What follows belongs to an exercise in optimizing a design on an open flow for small area and a short achievable clock period; a production flow would make more cautious choices.
RTL that was checked went through simulation tests only; none was proved equivalent to the original.
No functional check of the RTL was part of run 2.

==> flow/design.v, too long to show whole: its modules and the start of the top module <==
// module ROTATING_VECTORING: 6369 lines
// module addc0: 20 lines
module ROTATING_VECTORING(clk,xi,yi,xf,yf);
  // ...
==> flow/flow/run.sh <==
#!/bin/bash
# Own layout flow: the standard ORFS flow, with timing repair aimed at a
# slack margin below the clock period and stronger port buffers.
set -euo pipefail
export SETUP_SLACK_MARGIN=8.4
export BUFFER_PORTS_ARGS="-buffer_cell sky130_fd_sc_hd__buf_2"
export CTS_ARGS="-sink_clustering_enable -repair_clock_nets -dont_use_dummy_load -buf_list {sky130_fd_sc_hd__clkbuf_4 sky130_fd_sc_hd__clkbuf_8}"
bash standard.sh > standard_flow.log 2>&1
==> flow/standard.sh <==
#!/bin/bash
# synth_recipe.tcl (not shown) runs the flow's synth.tcl, then flattens the netlist and writes it again
# the make line also repeats each setting of config.mk as NAME=value (left out here)
make -C /OpenROAD-flow-scripts/flow DESIGN_CONFIG=/design/flow/config.mk WORK_HOME=/design/flow/orfs CLKGATE_MAP_FILE= SYNTH_SCRIPT=/design/flow/synth_recipe.tcl "${@:-finish}"
==> flow/config.mk <==
export PLATFORM = sky130hd
export DESIGN_NAME = ROTATING_VECTORING
export DESIGN_NICKNAME = ROTATING_VECTORING
export VERILOG_FILES = /design/flow/design.v
export SDC_FILE = /design/flow/constraint.sdc
export NUM_CORES = 4
export LEC_CHECK = 0
export CAP_MARGIN = 20
export CORE_MARGIN = 2
export CORE_UTILIZATION = 55
export SLEW_MARGIN = 20
export SYNTH_HIERARCHICAL = 1
==> flow/constraint.sdc <==
create_clock -name core_clock -period 12.0 [get_ports {clk}]
set_input_delay 2.4000 -clock core_clock [delete_from_list [all_inputs] [get_ports {clk}]]
set_output_delay 2.4000 -clock core_clock [all_outputs]
set_load 0.01 [all_outputs]
==> notes.md, run 1 <==
outcome finished clean; hold buffer count at CTS 0; Non-Clock Buffer Count 100; clock root buffer clkbuf_8; syn avg cell area between 9 and 10 um2; synth cell count leaders 544 x dfxtp_1, 499 x ha_1, 413 x xnor2_1; I/O Pins 65; Seq Cell Count around 540; pin slew with the least headroom to its limit 1000 ps; grt total ovfl 0; # fillers 5683; Via Count 26600; overall global routing resource usage 0.241; vias per cell 5.46; Arr. time, crit path 4110 ps; die height 262 um; non-clk buf share 0.0171; mapped cell area between 30000 and 40000 um2; FF-to-FF Start vp6[8]$_DFF_P_; Worst Skew 55.3 ps; Top Layer Used met4; Clock buf/inv share 0.0313; DP Worst Slack 7710 ps; critical setup path kind in -> reg; Layout Cells excl Fill 4879; utilization after layout 0.607; Tap Count roughly 860
==> run 2: changes to the inputs <==
--- a/flow/design.v
+++ b/flow/design.v
@@ -1,18 +1,19 @@
 module ROTATING_VECTORING(clk,xi,yi,xf,yf);
  input clk;
  input [15:0] xi,yi;
  output [15:0] xf,yf;
   reg [15:0] a0, b0, c0;    
   reg        n0;            
   wire [15:0] a0n, b0n, c0n;
-  addc0 u_a0(.a(xi), .b(~yi), .ci(1'b1), .s(a0n));
-  addc0 u_b0(.a(xi), .b(yi),  .ci(1'b0), .s(b0n));
-  addc0 u_c0(.a(yi), .b(~xi), .ci(1'b1), .s(c0n));
+  wire [15:0] d0n;
+  addc0 u_b0(.a(xi), .b(yi), .ci(1'b0), .s(b0n));
+  add01 u_a0(.a(xi), .b(~yi), .s0(d0n), .s1(a0n));
+  assign c0n = ~d0n;
   always @(posedge clk) begin
     a0 <= a0n; b0 <= b0n; c0 <= c0n; n0 <= yi[15];
   end
   wire [15:0] vx0 = n0 ? a0 : b0;
   wire [15:0] vy0 = n0 ? b0 : c0;
   reg [15:0] vx1r, vy1r;
   wire [15:0] vx1n_op = {{1{vy0[15]}}, vy0[15:1]} ^ {16{~(~vy0[15])}};
   wire [15:0] vy1n_op = {{1{vx0[15]}}, vx0[15:1]} ^ {16{~vy0[15]}};
@@ -6382,8 +6383,31 @@
           assign g[(l+1)*17+i] = g[l*17+i];
           assign p[(l+1)*17+i] = p[l*17+i];
         end
       end
     end
   endgenerate
   assign s = a ^ b ^ g[5*17+15:5*17];
 endmodule
+module add01(input [15:0] a, input [15:0] b, output [15:0] s0, output [15:0] s1);
+  wire [5*16-1:0] g, p;
+  assign g[15:0] = a & b;
+  assign p[15:0] = a ^ b;
+  genvar i, l;
+  generate
+    for (l = 0; l < 4; l = l + 1) begin : lv
+      for (i = 0; i < 16; i = i + 1) begin : nd
+        if (i >= (1 << l)) begin : c
+          assign g[(l+1)*16+i] = g[l*16+i] | (p[l*16+i] & g[l*16+i-(1<<l)]);
+          assign p[(l+1)*16+i] = p[l*16+i] & p[l*16+i-(1<<l)];
+        end else begin : t
+          assign g[(l+1)*16+i] = g[l*16+i];
+          assign p[(l+1)*16+i] = p[l*16+i];
+        end
+      end
+    end
+  endgenerate
+  wire [15:0] c0 = {g[4*16+14:4*16], 1'b0};
+  wire [15:0] c1 = {g[4*16+14:4*16] | p[4*16+14:4*16], 1'b1};
+  assign s0 = p[15:0] ^ c0;
+  assign s1 = p[15:0] ^ c1;
+endmodule
==> flow/flow/run.sh (replaced) <==
#!/bin/bash
# Own layout flow: the standard ORFS flow, with timing repair aimed at a
# slack margin below the clock period and stronger port buffers.
set -euo pipefail
export SETUP_SLACK_MARGIN=8.4
export BUFFER_PORTS_ARGS="-buffer_cell sky130_fd_sc_hd__buf_2"
export CTS_ARGS="-sink_clustering_enable -repair_clock_nets -dont_use_dummy_load -sink_clustering_size 20 -sink_clustering_max_diameter 50 -buf_list {sky130_fd_sc_hd__clkbuf_8 sky130_fd_sc_hd__clkbuf_16}"
bash standard.sh > standard_flow.log 2>&1
==> flow/config.mk (replaced) <==
export PLATFORM = sky130hd
export DESIGN_NAME = ROTATING_VECTORING
export DESIGN_NICKNAME = ROTATING_VECTORING
export VERILOG_FILES = /design/flow/design.v
export SDC_FILE = /design/flow/constraint.sdc
export NUM_CORES = 4
export LEC_CHECK = 0
export CAP_MARGIN = 20
export CORE_MARGIN = 2
export CORE_UTILIZATION = 40
export SLEW_MARGIN = 20
export SYNTH_HIERARCHICAL = 1
==> notes.md, run 2 <==
outcome finished clean; first drt pass iteration count 4; antenna violations before repair 0; GP Congestion 0.890; Achievable Freq 282 MHz; Tcrit/Tclk final 0.295; number of global-route vias before repair 25100; Synth Register Bits ~540; Max-slew headroom 0.312; Arr. time, crit path 4030 ps (-80 ps); Critical Path End a0[15]$_DFF_P_; hold buffer count at CTS 0 (unchanged); end of the worst register-to-register path rx7r[15]$_DFF_P_; flop2flop setup slack 8490 ps; die height 305 um (+16%); Gate Count Post-Synth about 3900; most frequent cells in the layout 528 x dfxtp_1, 465 x ha_1, 415 x xnor2_1; # H-tree levels 3; vias per cell 4.94 (-9.6%); I/O Buffers between 60 and 70; clock root buffer clkbuf_16; RSZ-0062 raised after global routing true; total negative slack 0 ps; fraction of layout cells with a size suffix above 1 0.0994; min-delay worst type reg -> reg; commonest non-fill, non-tap cell in the layout dfxtp_1; Pins Over Slew Limit 0; minimum clock period between 3000 and 4000 ps; Data required, critical path 12490 ps; CTS tree built; Num CTS Buffers 70; pin slew with the least headroom to its limit 1030 ps (+29.7 ps); Worst Skew 74.1 ps (+18.8 ps); critical setup path kind in -> reg; synth warn 21; CP max stage cell ha_1; max_cap viols 0; HPWL Detailed 59100 um; overall global routing resource usage 0.157 (-0.0844); Synth async-reset ratio 0; grt total ovfl 0 (unchanged); CP max FO 6; post-placement cell area 38300 um2; core area 90000 um2; first-pass GRT wire length 122000 um; worst path cell trace buf_2 > inv_1 > ha_1 > nand2_1 > o21ai_1 > nor3b_1 > a21boi_1 > or3b_1; Worst Setup SP yi[10]; main flop type after synthesis dfxtp_1; top-area cell type share of the netlist area 0.300; antenna-violating nets left 0; largest net degree at the start of global routing between 40 and 50; Register-to-Register Path Depth 12; wire per inst around 14 um; FF-to-FF Start ry6r[2]$_DFF_P_; I/O Pins 65 (unchanged); CP endpoint kind register; Area growth syn-to-layout 12.6%; synth cell count leaders 544 x dfxtp_1, 485 x ha_1, 419 x xnor2_1; Hold Vio Cnt, Final 0; CTS sink cnt 544; Ant. Diodes 0; syn avg cell area 9.38 um2 (-0.45%); CP Launch Type input pin; nets@finish 4601; row cnt 110; initial DRC count just over 900; clock latency on the worst-skew pair 620 ps; Seq/Total Area, Yosys 0.300; number of synthesized flops with an enable pin 0; Design Area, Final just over 40000 um2; Via Count 25500 (-4.4%); Distinct cells, synth 87; DRC viols 0; Initial Util 0.404; die span in x 305 um; mapped cell area 36300 um2 (-0.86%); Max clock buf depth 3; most common cell in the netlist dfxtp_1; final setup fails 0; post-synth top area cell dfxtp_1; CTS clk-pin slew, worst paths around 70 ps; CP max stage delay 420 ps; total die area 93300 um2; Hold Path Origin vd2_2$_DFF_P_; synth top area cells dfxtp_1 30%, ha_1 17%, xnor2_1 10%, xor2_1 6.1%, fa_1 5.4%; drt total wl 73800 um
-- run 2: changes by cell type after synthesis, moves of 15 or more --
cell	previous run	this run
o2111a_1	0	15
o21a_1	101	57
nand2_1	178	103
a21boi_0	9	34
nand3b_1	25	1
nor2_1	184	252
o31a_1	7	25
o21ai_1	0	22
a41oi_1	21	3
nor2b_1	41	67
xor2_1	278	255
nand2b_1	56	78
nor3_1	62	39
o211ai_1	39	14
-- run 2: area by class of cell --
cell class / instances / area (um2)
fillers: 8641 / 49100
multi-input cells: 2873 / 24400
flip-flops and latches: 544 / 10900
clock buffers: 70 / 1750
well taps: 1176 / 1470
inverters: 371 / 1430
repair buffers: 125 / 905
-- run 2: cells by family (layout without fill, tap and decap cells) --
family                     Yosys count  count (layout)  synth area share
AOI/OAI and AO/OA                  777             777             0.141
and+or+nand+nor                    766             766             0.107
xor gates and xnor gates           675             675             0.163
adders and majority gates          587             587             0.222
DFF                                544             544             0.300
buffers and inverters              459             566            0.0482
muxes                               63              63            0.0183
other                                2               5          0.000207
-- run 2: worst min-delay path by stage --
stage | cells past startpoint | end
final | 0 | vd3_2$_DFF_P_
after global routing | 0 | vd3_2$_DFF_P_
after CTS | 0 | vd3_1$_DFF_P_
after detailed placement | 0 | vd3_1$_DFF_P_
after global placement | 0 | vd3_2$_DFF_P_
after floorplan | 0 | vd2_0$_DFF_P_
-- run 2: repair_timing --
action,in CTS,in global routing
gates resized for setup,49,76
hold endpoints to repair,0,0
setup buffers,14,25
cloned,0,2
endpoints found under the setup margin,45,45
pin swaps,18,34
-- run 2: Yosys stat by module (local to each module, per instance) --
module	area, um2	flops+latches	cells inside
ROTATING_VECTORING	34300	544	3595
add01	1170	0	165
addc0	867	0	113
-- run 2: per-layer routing --
metal	global-route usage	up-vias	share of wire
li1	-	13400	-
met1	0.196	11700	0.47
met2	0.275	282	0.48
met3	0.0214	130	0.029
met4	0.0528	0	0.028
met5	0	-	0
-- run 2: per-stage QoR --
step	instances	util	worst slack, ps	hold slack, ps
detailed placement	5048	0.426	7720	313
global placement	5048	0.426	7750	310
CTS	5132	0.448	8340	330
floorplan	3876	-	8120	310
finish	5159	0.455	8460	329
global route	5159	0.455	8350	336
-- run 2: critical path, delay by kind of cell --
| kind | cells | cell delay [ps] |
|---|---|---|
| AO/OA/AOI/OAI | 2 | 450 |
| buffers and inverters | 2 | 130 |
| adder cells (fa/ha/maj) | 1 | 420 |
| AND/OR/NAND/NOR | 3 | 630 |

[re-timing with driven ports]
The flow's constraints put no driver on any port. The routed layouts listed below were extracted and timed again, unchanged, in two steps. Step 1, drivers: a clkbuf_16 drives clk and a buf_2 each remaining input, both assumed. Step 2 moves the port delays by t, midway between the first and last clock arrival at a register: inputs arrive t later, outputs are due t later. That takes back most of the time a late clock gives input paths. Slacks: ideal / step 1 / step 2; pairs: ideal / step 1.
| run | t (ns) | slack for setup (ns) | worst setup path at the end | worst register clock-pin slew, ns | worst data-port slew with drivers (ns) |
|---|---|---|---|---|---|
| run 1 | 0.701 | 8.391 / 8.433 / 7.733 | input to register | 0.06 / 0.06 | 0.03 |
| run 2 | 0.647 | 8.459 / 8.488 / 7.854 | input to register | 0.07 / 0.07 | 0.07 |
After both steps setup and hold are still met in every run listed. The setup slack of run 1, which loses most, moves by +0.042 ns with the drivers and by -0.658 ns with both steps.
